Source: an optimization exercise on an open RTL-to-GDS flow (aim: small area and a short achievable clock period). Production flows keep margins and buffers that such runs may drop. Where RTL was checked, it was by simulation tests only, not by an equivalence proof against the original.

==> run C: inputs <==
==> flow/design.v (excerpt) <==
module MrSimSimulation(input clk, input reset,
    input [63:0] io_enq_dat,
    input  io_enq_val,
    output io_enq_rdy,
    output[63:0] io_deq_dat,
    output io_deq_val,
    input  io_deq_rdy
);
Settings: LEC_CHECK=0, CAP_MARGIN=20, CORE_MARGIN=2, CORE_UTILIZATION=60, CTS_BUF_LIST=sky130_fd_sc_hd__clkbuf_8, CTS_CLUSTER_SIZE=40, PLACE_DENSITY=0.75, SLEW_MARGIN=20, SYNTH_HIERARCHICAL=1, SYNTH_MINIMUM_KEEP_SIZE=0; clock period 17.0 ns.
standard.sh (not shown) runs the stock make flow with config.mk's settings and CLKGATE_MAP_FILE= SYNTH_SCRIPT=/design/flow/synth_recipe.tcl, a recipe that flattens the netlist after the stock synthesis.
==> flow/flow/run.sh <==
#!/bin/bash
# Standard synthesis, then the standard layout with the resizer aiming for a setup slack margin
# and small port buffers.
set -euo pipefail
bash standard.sh synth > synth.log 2>&1
bash standard.sh SETUP_SLACK_MARGIN=12.5 BUFFER_PORTS_ARGS='-buffer_cell sky130_fd_sc_hd__buf_1'  finish > layout.log 2>&1
==> run Z (differences from run C) <==
==> flow/flow/run.sh (replaced) <==
#!/bin/bash
# Standard synthesis, then the standard layout with the resizer aiming for a setup slack margin.
set -euo pipefail
bash standard.sh synth > synth.log 2>&1
bash standard.sh SETUP_SLACK_MARGIN=12.5  finish > layout.log 2>&1
Settings changed: CORE_UTILIZATION 60 to 40, CTS_BUF_LIST sky130_fd_sc_hd__clkbuf_8 to default, CTS_CLUSTER_SIZE 40 to default, PLACE_DENSITY 0.75 to 0.6.
==> run E (differences from run C) <==
--- a/flow/design.v
+++ b/flow/design.v
@@ -2,20 +2,19 @@
     input [63:0] io_enq_dat,
     input  io_enq_val,
     output io_enq_rdy,
     output[63:0] io_deq_dat,
     output io_deq_val,
     input  io_deq_rdy
 );
   reg [8:0] df0, df1, df2, df3, df4, df5;
-  reg [15:0] p1, p2, p3;
+  reg [15:0] p1, p2;
   reg v1, v2, v3;
   reg [16:0] e0, e1, e2;
-  reg [1:0] c3;
   wire [7:0] px = io_enq_dat[55:48];
   wire [7:0] py = io_enq_dat[63:56];
   wire [8:0] dn0 = {1'b0, io_enq_dat[7:0]} - {1'b0, px};
   wire [8:0] dn1 = {1'b0, io_enq_dat[15:8]} - {1'b0, py};
   wire [8:0] dn2 = {1'b0, io_enq_dat[23:16]} - {1'b0, px};
   wire [8:0] dn3 = {1'b0, io_enq_dat[31:24]} - {1'b0, py};
   wire [8:0] dn4 = {1'b0, io_enq_dat[39:32]} - {1'b0, px};
   wire [8:0] dn5 = {1'b0, io_enq_dat[47:40]} - {1'b0, py};
@@ -830,31 +829,30 @@
   wire le10_P702 = le10_p16 & le10_P700;
   wire le10 = le10_G701 | le10_P702;
   wire [1:0] cls = (le20 & le21) ? 2'd2 : le10 ? 2'd1 : 2'd0;
   reg [17:0] q0, q1, q2, q3;
   reg [3:0] f;
   wire deq = io_deq_rdy & f[0];
   wire enq = v3 & ~f[3];
   wire [3:0] g = deq ? {1'b0, f[3:1]} : f;       
-  wire [3:0] wsel = {4{enq}} & ~g & {g[2:0], 1'b1};
-  wire [17:0] din = {p3, c3};
+  wire [3:0] fn = g | ({4{enq}} & ~g & {g[2:0], 1'b1});
+  wire [3:0] wsel = {4{v2}} & ~fn & {fn[2:0], 1'b1};
+  wire [17:0] din = {p2, cls};
   always @(posedge clk) begin
     df0 <= dn0; df1 <= dn1; df2 <= dn2; df3 <= dn3; df4 <= dn4; df5 <= dn5;
     p1 <= io_enq_dat[63:48];
     e0 <= dist0; e1 <= dist1; e2 <= dist2;
     p2 <= p1;
-    c3 <= cls;
-    p3 <= p2;
     if (reset) begin
       v1 <= 1'b0; v2 <= 1'b0; v3 <= 1'b0;
       f <= 4'd0;
     end else begin
       v1 <= io_enq_val; v2 <= v1; v3 <= v2;
-      f <= g | wsel;
+      f <= fn;
     end
     if (wsel[0]) q0 <= din; else if (deq) q0 <= q1;
     if (wsel[1]) q1 <= din; else if (deq) q1 <= q2;
     if (wsel[2]) q2 <= din; else if (deq) q2 <= q3;
     if (wsel[3]) q3 <= din;
   end
   assign io_enq_rdy = 1'b1;
   assign io_deq_val = f[0];
==> flow/flow/run.sh (replaced) <==
#!/bin/bash
# Standard synthesis, then the standard layout with the resizer aiming for a setup slack margin,
# small port buffers and a smaller clock tree.
set -euo pipefail
bash standard.sh synth > synth.log 2>&1
bash standard.sh SETUP_SLACK_MARGIN=12.5 BUFFER_PORTS_ARGS='-buffer_cell sky130_fd_sc_hd__buf_1'  finish > layout.log 2>&1
Settings changed: CORE_UTILIZATION 60 to 40, PLACE_DENSITY 0.75 to 0.6.
==> comparison table <==
item                                                                                       run C                       run Z                      run E
Status                                                                            finished clean              finished clean             finished clean
Sequential portion of the cell area                                                       30.24%                      28.20%                     27.87%
Fraction of layout instances using a drive strength above 1                               13.65%                      18.29%                     15.10%
Area growth from synthesis to layout                                                      12.32%                      20.54%                     15.31%
Final std cell area, no fill                                                         17970 sq um                 19290 sq um                18190 sq um
Largest net degree at the start of global routing                                             20                          21                         21
Number of antenna violations at the first check in global routing                              0                           1                          4
# resized after CTS                                                                           27                         201                         39
Endpoint of the worst register-to-register path                                   e1[15]$_DFF_P_              e2[16]$_DFF_P_             e0[16]$_DFF_P_
Total Wirelength                                                                   34420 microns               37070 microns              37110 microns
Length of routed met3 wiring                                                        1638 microns                1555 microns               1548 microns
Slowest stage cell on the critical path                                 sky130_fd_sc_hd__o21ai_2   sky130_fd_sc_hd__edfxtp_1   sky130_fd_sc_hd__a221o_1
Detailed-placement wirelength estimate                                             27310 microns               28200 microns              28470 microns
Inverters                                                                                     96                          96                         97
Vias per Instance                                                                          5.453                       4.921                      4.975
Clock latency of the later-clocked register in the worst-skew pair                        560 ps                      550 ps                     580 ps
Worst-Margin Slew                                                                       935.6 ps                    829.8 ps                   662.7 ps
Root Driver                                                            sky130_fd_sc_hd__clkbuf_8  sky130_fd_sc_hd__clkbuf_16  sky130_fd_sc_hd__clkbuf_8
Area share of buffers outside the clock network                                           2.471%                      5.501%                     3.618%
Grt met3 use                                                                              3.947%                      2.136%                     2.777%
Post-synthesis sequential element count                                                      234                         234                        216
Depth of the critical timing path with buffers and inverters included                          6                           1                          9
No functional check of the RTL was part of any run of this note.

---

==> inputs of v6 <==
MrSimSimulation, a different RTL version from the one above (not shown whole).
Settings: LEC_CHECK=0, CAP_MARGIN=20, CORE_MARGIN=2, CORE_UTILIZATION=40, CTS_BUF_LIST=sky130_fd_sc_hd__clkbuf_4, PLACE_DENSITY=0.6, SLEW_MARGIN=20, SYNTH_HIERARCHICAL=1, SYNTH_MINIMUM_KEEP_SIZE=0; clock period 17.0 ns.
run.sh (not shown) runs the stock make flow with config.mk's settings and CLKGATE_MAP_FILE= SYNTH_SCRIPT=/design/flow/synth_recipe.tcl, a recipe that flattens the netlist after the stock synthesis.
Stock flow here: none of the scripts above is used.
==> inputs of v27, as changes to v6 <==
==> flow/flow/run.sh (new file) <==
#!/bin/bash
# Standard synthesis, then the standard layout with the resizer aiming for a setup slack margin.
set -euo pipefail
bash standard.sh synth > synth.log 2>&1
bash standard.sh SETUP_SLACK_MARGIN=13 finish > layout.log 2>&1
==> flow/standard.sh (new file) <==
#!/bin/bash
# synth_recipe.tcl (not shown) runs the flow's synth.tcl, then flattens the netlist and writes it again
# the make line also repeats each setting of config.mk as NAME=value (left out here)
make -C /OpenROAD-flow-scripts/flow DESIGN_CONFIG=/design/flow/config.mk WORK_HOME=/design/flow/orfs CLKGATE_MAP_FILE= SYNTH_SCRIPT=/design/flow/synth_recipe.tcl "${@:-finish}"
Settings changed: CTS_BUF_LIST sky130_fd_sc_hd__clkbuf_4 to not set.
removed: flow/run.sh
==> notes.md <==
item	v27	v6
Number of buffers outside the clock class in the layout	193	88
Violation count after the first detailed-routing iteration	520	550
Number of buffers inserted to repair setup after CTS	79	0
Status	no timing/DRC/antenna violations	no timing/DRC/antenna violations
Number of antenna repair diodes	2	1
Post-detailed-route wirelength per cell	18.47 um	17.14 um
Buffer cell driving the clock tree root	sky130_fd_sc_hd__clkbuf_16	sky130_fd_sc_hd__clkbuf_4
Crit end category	output pin	flip-flop
Number of gates given a new drive strength after cts	455	0
Non-clock buffering overhead in the final layout	9.230%	4.645%
# H-tree levels	1	2
Largest incremental delay on the critical path	0.37 ns	0.75 ns
Data required time at the worst endpoint	13.60 ns	17.33 ns
WL final	41620 um	37850 um
ClkCell Share	4.398%	4.214%
Max Clock Freq	0.2242 GHz	0.1826 GHz
Crit path kind	reg -> out	in -> reg
Clock edge transition at the registers on the reported setup and hold paths	0.07 ns	0.06 ns
Largest net degree at the start of global routing	19	20
Grt met3 use	2.355%	3.034%
Worst hold slack across all endpoints	0.3162 ns	0.3260 ns

---

==> inputs of run M <==
MrSimSimulation, a different RTL version from the one above (not shown whole).
## MrSimSimulation
module MrSimSimulation(input clk, input reset,
    input [63:0] io_enq_dat,
    input  io_enq_val,
    output io_enq_rdy,
    output[63:0] io_deq_dat,
    output io_deq_val,
    input  io_deq_rdy
);
  reg [8:0] df0, df1, df2, df3, df4, df5;
  reg [15:0] p1, p2;
  reg v1, v2, v3;
  reg [6:0] e0, e1, e2;    
  reg l20, l21, l10;           
  wire [7:0] px = io_enq_dat[55:48];
  wire [7:0] py = io_enq_dat[63:56];
  wire [8:0] dn0;
  kmsub usub0 (.a(io_enq_dat[7:0]), .b(px), .d(dn0));
  wire [8:0] dn1;
  kmsub usub1 (.a(io_enq_dat[15:8]), .b(py), .d(dn1));
  wire [8:0] dn2;
  kmsub usub2 (.a(io_enq_dat[23:16]), .b(px), .d(dn2));
  wire [8:0] dn3;
  kmsub usub3 (.a(io_enq_dat[31:24]), .b(py), .d(dn3));
  wire [8:0] dn4;
  kmsub usub4 (.a(io_enq_dat[39:32]), .b(px), .d(dn4));
  wire [8:0] dn5;
  kmsub usub5 (.a(io_enq_dat[47:40]), .b(py), .d(dn5));
  wire pp1 = df0[0] & df0[1];
  wire pp2 = df0[0] & df0[2];
  wire pp3 = df0[0] & df0[3];
  wire pp4 = df0[0] & df0[4];
  wire pp5 = df0[0] & df0[5];
  wire pp6 = df0[0] & df0[6];
  wire pp7 = df0[0] & df0[7];
  wire pp8 = df0[1] & df0[2];
  wire pp9 = df0[1] & df0[3];
  wire pp10 = df0[1] & df0[4];
  wire pp11 = df0[1] & df0[5];
  wire pp12 = df0[1] & df0[6];
  wire pp13 = df0[1] & df0[7];
  wire pp14 = df0[2] & df0[3];
  wire pp15 = df0[2] & df0[4];
  wire pp16 = df0[2] & df0[5];
  wire pp17 = df0[2] & df0[6];
  wire pp18 = df0[2] & df0[7];
  ...
==> flow/config.mk <==
export PLATFORM = sky130hd
export DESIGN_NAME = MrSimSimulation
export DESIGN_NICKNAME = MrSimSimulation
export VERILOG_FILES = /design/flow/design.v
export SDC_FILE = /design/flow/constraint.sdc
export NUM_CORES = 4
export LEC_CHECK = 0
export CAP_MARGIN = 20
export CORE_MARGIN = 2
export CORE_UTILIZATION = 40
export PLACE_DENSITY = 0.6
export SLEW_MARGIN = 20
export SYNTH_HIERARCHICAL = 1
export SYNTH_MINIMUM_KEEP_SIZE = 0
==> flow/constraint.sdc <==
create_clock -name core_clock -period 17.0 [get_ports {clk}]
set_input_delay 3.4000 -clock core_clock [delete_from_list [all_inputs] [get_ports {clk}]]
set_output_delay 3.4000 -clock core_clock [all_outputs]
set_load 0.01 [all_outputs]
standard.sh (not shown) runs the stock make flow with config.mk's settings and CLKGATE_MAP_FILE= SYNTH_SCRIPT=/design/flow/synth_recipe.tcl, a recipe that flattens the netlist after the stock synthesis.
==> flow/flow/run.sh <==
#!/bin/bash
# Standard synthesis, then the standard layout with the resizer aiming for a setup slack margin,
# small port buffers and a smaller clock tree.
set -euo pipefail
bash standard.sh synth > synth.log 2>&1
bash standard.sh SETUP_SLACK_MARGIN=12.35 BUFFER_PORTS_ARGS='-buffer_cell sky130_fd_sc_hd__buf_1' 'CTS_ARGS=-sink_clustering_enable -repair_clock_nets -dont_use_dummy_load -buf_list sky130_fd_sc_hd__clkbuf_16 -sink_clustering_size 30 -sink_clustering_max_diameter 100' finish > layout.log 2>&1
==> run P: changes against run M <==
--- a/flow/design.v
+++ b/flow/design.v
@@ -10,24 +10,18 @@
   reg [15:0] p1, p2;
   reg v1, v2, v3;
   reg [6:0] e0, e1, e2;    
   reg l20, l21, l10;           
   wire [7:0] px = io_enq_dat[55:48];
   wire [7:0] py = io_enq_dat[63:56];
-  wire [8:0] dn0;
-  kmsub usub0 (.a(io_enq_dat[7:0]), .b(px), .d(dn0));
-  wire [8:0] dn1;
-  kmsub usub1 (.a(io_enq_dat[15:8]), .b(py), .d(dn1));
-  wire [8:0] dn2;
-  kmsub usub2 (.a(io_enq_dat[23:16]), .b(px), .d(dn2));
-  wire [8:0] dn3;
-  kmsub usub3 (.a(io_enq_dat[31:24]), .b(py), .d(dn3));
-  wire [8:0] dn4;
-  kmsub usub4 (.a(io_enq_dat[39:32]), .b(px), .d(dn4));
-  wire [8:0] dn5;
-  kmsub usub5 (.a(io_enq_dat[47:40]), .b(py), .d(dn5));
+  wire [8:0] dn0 = {1'b0, io_enq_dat[7:0]} - {1'b0, px};
+  wire [8:0] dn1 = {1'b0, io_enq_dat[15:8]} - {1'b0, py};
+  wire [8:0] dn2 = {1'b0, io_enq_dat[23:16]} - {1'b0, px};
+  wire [8:0] dn3 = {1'b0, io_enq_dat[31:24]} - {1'b0, py};
+  wire [8:0] dn4 = {1'b0, io_enq_dat[39:32]} - {1'b0, px};
+  wire [8:0] dn5 = {1'b0, io_enq_dat[47:40]} - {1'b0, py};
   wire pp1 = df0[0] & df0[1];
   wire pp2 = df0[0] & df0[2];
   wire pp3 = df0[0] & df0[3];
   wire pp4 = df0[0] & df0[4];
   wire pp5 = df0[0] & df0[5];
   wire pp6 = df0[0] & df0[6];
@@ -1197,13 +1191,10 @@
   assign io_deq_dat = {32'd0, q0[17:2], 6'd0, q0[1:0], 8'hff};
 endmodule
 module kmfa(input a, input b, input c, output s, output co);
   assign s = a ^ b ^ c;
   assign co = (a & b) | (a & c) | (b & c);
 endmodule
-module kmsub(input [7:0] a, input [7:0] b, output [8:0] d);
-  assign d = {1'b0, a} - {1'b0, b};
-endmodule
 module kmha(input a, input b, output s, output co);
   assign s = a ^ b;
   assign co = a & b;
 endmodule
==> notes.md <==
                                                                                                                        run P                 run M
Outcome                                                                                      no timing/DRC/antenna violations  no timing/DRC/antenna violations
Critical path class                                                                                 primary input to register  register to register
Number of signal-net inverters in the final layout                                                                         77                    91
Met1 Routed Length                                                                                                   15600 um              16300 um
Launch point of the critical path                                                                               io_enq_dat[8]        df5[5]$_DFF_P_
Worst Slack Setup Final                                                                                              12430 ps              12390 ps
Arithmetic-cell share of the synthesized area counting full adders, half adders and majority gates                      0.367                 0.358
Register area share after synthesis                                                                                     0.301                 0.293
Global-route wire length before repair                                                                               53900 um              56200 um
Compound-cell area share of the yosys netlist                                                                          0.0751                0.0791
Width of the die                                                                                                       198 um                200 um
Number of global-route vias before repair                                                                               10000                 10400
Worst min-delay path endpoint                                                                                   p2[5]$_DFF_P_        p2[14]$_DFF_P_
Cell depth of the worst setup path                                                                                         11                    12
Synthesized area per cell                                                                                          11.5 sq um            11.2 sq um
Only the layout flow was run in run M; the RTL was not checked for function there.

---

==> inputs of job 8915 <==
MrSimSimulation, a different RTL version from the one above (not shown whole).
==> flow/config.mk <==
export PLATFORM = sky130hd
export DESIGN_NAME = MrSimSimulation
export DESIGN_NICKNAME = MrSimSimulation
export VERILOG_FILES = /design/flow/design.v
export SDC_FILE = /design/flow/constraint.sdc
export NUM_CORES = 4
export LEC_CHECK = 0
export CAP_MARGIN = 20
export CORE_MARGIN = 2
export CORE_UTILIZATION = 40
export PLACE_DENSITY = 0.6
export SLEW_MARGIN = 20
export SYNTH_HIERARCHICAL = 1
export SYNTH_MINIMUM_KEEP_SIZE = 0
==> flow/constraint.sdc <==
create_clock -name core_clock -period 17.0 [get_ports {clk}]
set_input_delay 3.4000 -clock core_clock [delete_from_list [all_inputs] [get_ports {clk}]]
set_output_delay 3.4000 -clock core_clock [all_outputs]
set_load 0.01 [all_outputs]
==> flow/flow/run.sh <==
#!/bin/bash
# Standard synthesis, then the standard layout with the resizer aiming for a setup slack margin,
# small port buffers and a smaller clock tree.
set -euo pipefail
bash standard.sh synth > synth.log 2>&1
bash standard.sh SETUP_SLACK_MARGIN=12.4 BUFFER_PORTS_ARGS='-buffer_cell sky130_fd_sc_hd__buf_1' 'CTS_ARGS=-sink_clustering_enable -repair_clock_nets -dont_use_dummy_load -buf_list sky130_fd_sc_hd__clkbuf_16 -sink_clustering_size 30 -sink_clustering_max_diameter 100' finish > layout.log 2>&1
==> job 936 (differences from job 8915) <==
==> flow/flow/run.sh (replaced) <==
#!/bin/bash
# Standard synthesis, then the standard layout with the resizer aiming for a setup slack margin,
# small port buffers and a smaller clock tree.
set -euo pipefail
bash standard.sh synth > synth.log 2>&1
bash standard.sh SETUP_SLACK_MARGIN=12.3 BUFFER_PORTS_ARGS='-buffer_cell sky130_fd_sc_hd__buf_1' 'CTS_ARGS=-sink_clustering_enable -repair_clock_nets -dont_use_dummy_load -buf_list sky130_fd_sc_hd__clkbuf_16 -sink_clustering_size 30 -sink_clustering_max_diameter 100' finish > layout.log 2>&1
==> notes.md <==
DP Worst Slack 11.54 ns; vias in the first global route 9938; post-layout util 45.5%; vias per cell 4.96; status complete, no violations; Routed WL 34300 µm; Tot GR Track Use 18.4%; Placed Area 15900 µm²; fin worst setup slack 12.43 ns; Buf/Inv on CP 2; worst endpoint data arrival time 4.92 ns; Resized cells post-CTS 26; count of non-CTS buffers in the layout 103; reg-to-reg endpoint e1[4]; CP most frequent cell a21o_1
# the run above: job 8915

==> notes.md <==
status complete, no violations; fin worst setup slack 12.31 ns; count of non-CTS buffers in the layout 93; CP most frequent cell fa_1; Tot GR Track Use 18.2%; worst endpoint data arrival time 4.99 ns; Final TNS setup 0 ns; Resized cells post-CTS 16; Placed Area 15800 µm²; post-layout util 44.9%; reg-to-reg endpoint e1[5]; vias in the first global route 9891; DP Worst Slack 11.63 ns; fin area 16500 µm²; vias per cell 4.92
# the run above: job 936

## what the ideal ports hide
No port has a modelled driver above. Below, the same layouts with a new extraction and two added sets of constraints. Step 1 sets driving cells, clkbuf_16 on the clock port and buf_2 on the other inputs (assumed; they add their load-dependent delay and slew). Step 2 adds t to the input delays and takes it off the output delays; t is the mean of the earliest and latest rising clock arrival at the registers after step 1. Input paths then give back, and output paths get back, about the clock's delay inside the block. a / b / c = no drivers / after step 1 / after step 2; a / b = the first two.
run	shift t [ns]	setup WS [ns]	worst slew at a driven data input, ns
run C	0.589	12.480 / 12.489 / 11.914	0.04
run Z	0.587	12.474 / 12.422 / 11.930	0.04
run E	0.605	12.374 / 12.307 / 11.702	0.11
v6	0.761	11.522 / 11.544 / 10.783	0.05
v27	0.599	12.540 / 12.488 / 12.034	0.09
run M	0.471	12.394 / 12.394 / 11.964	0.11
run P	0.466	12.428 / 12.448 / 11.983	0.10
job 8915	0.482	12.427 / 12.433 / 11.964	0.09
job 936	0.474	12.311 / 12.311 / 11.940	0.09
After both steps every run listed still meets setup and hold. For v6, which loses most, drivers alone change the setup slack by +0.022 ns; drivers and shift together by -0.739 ns.
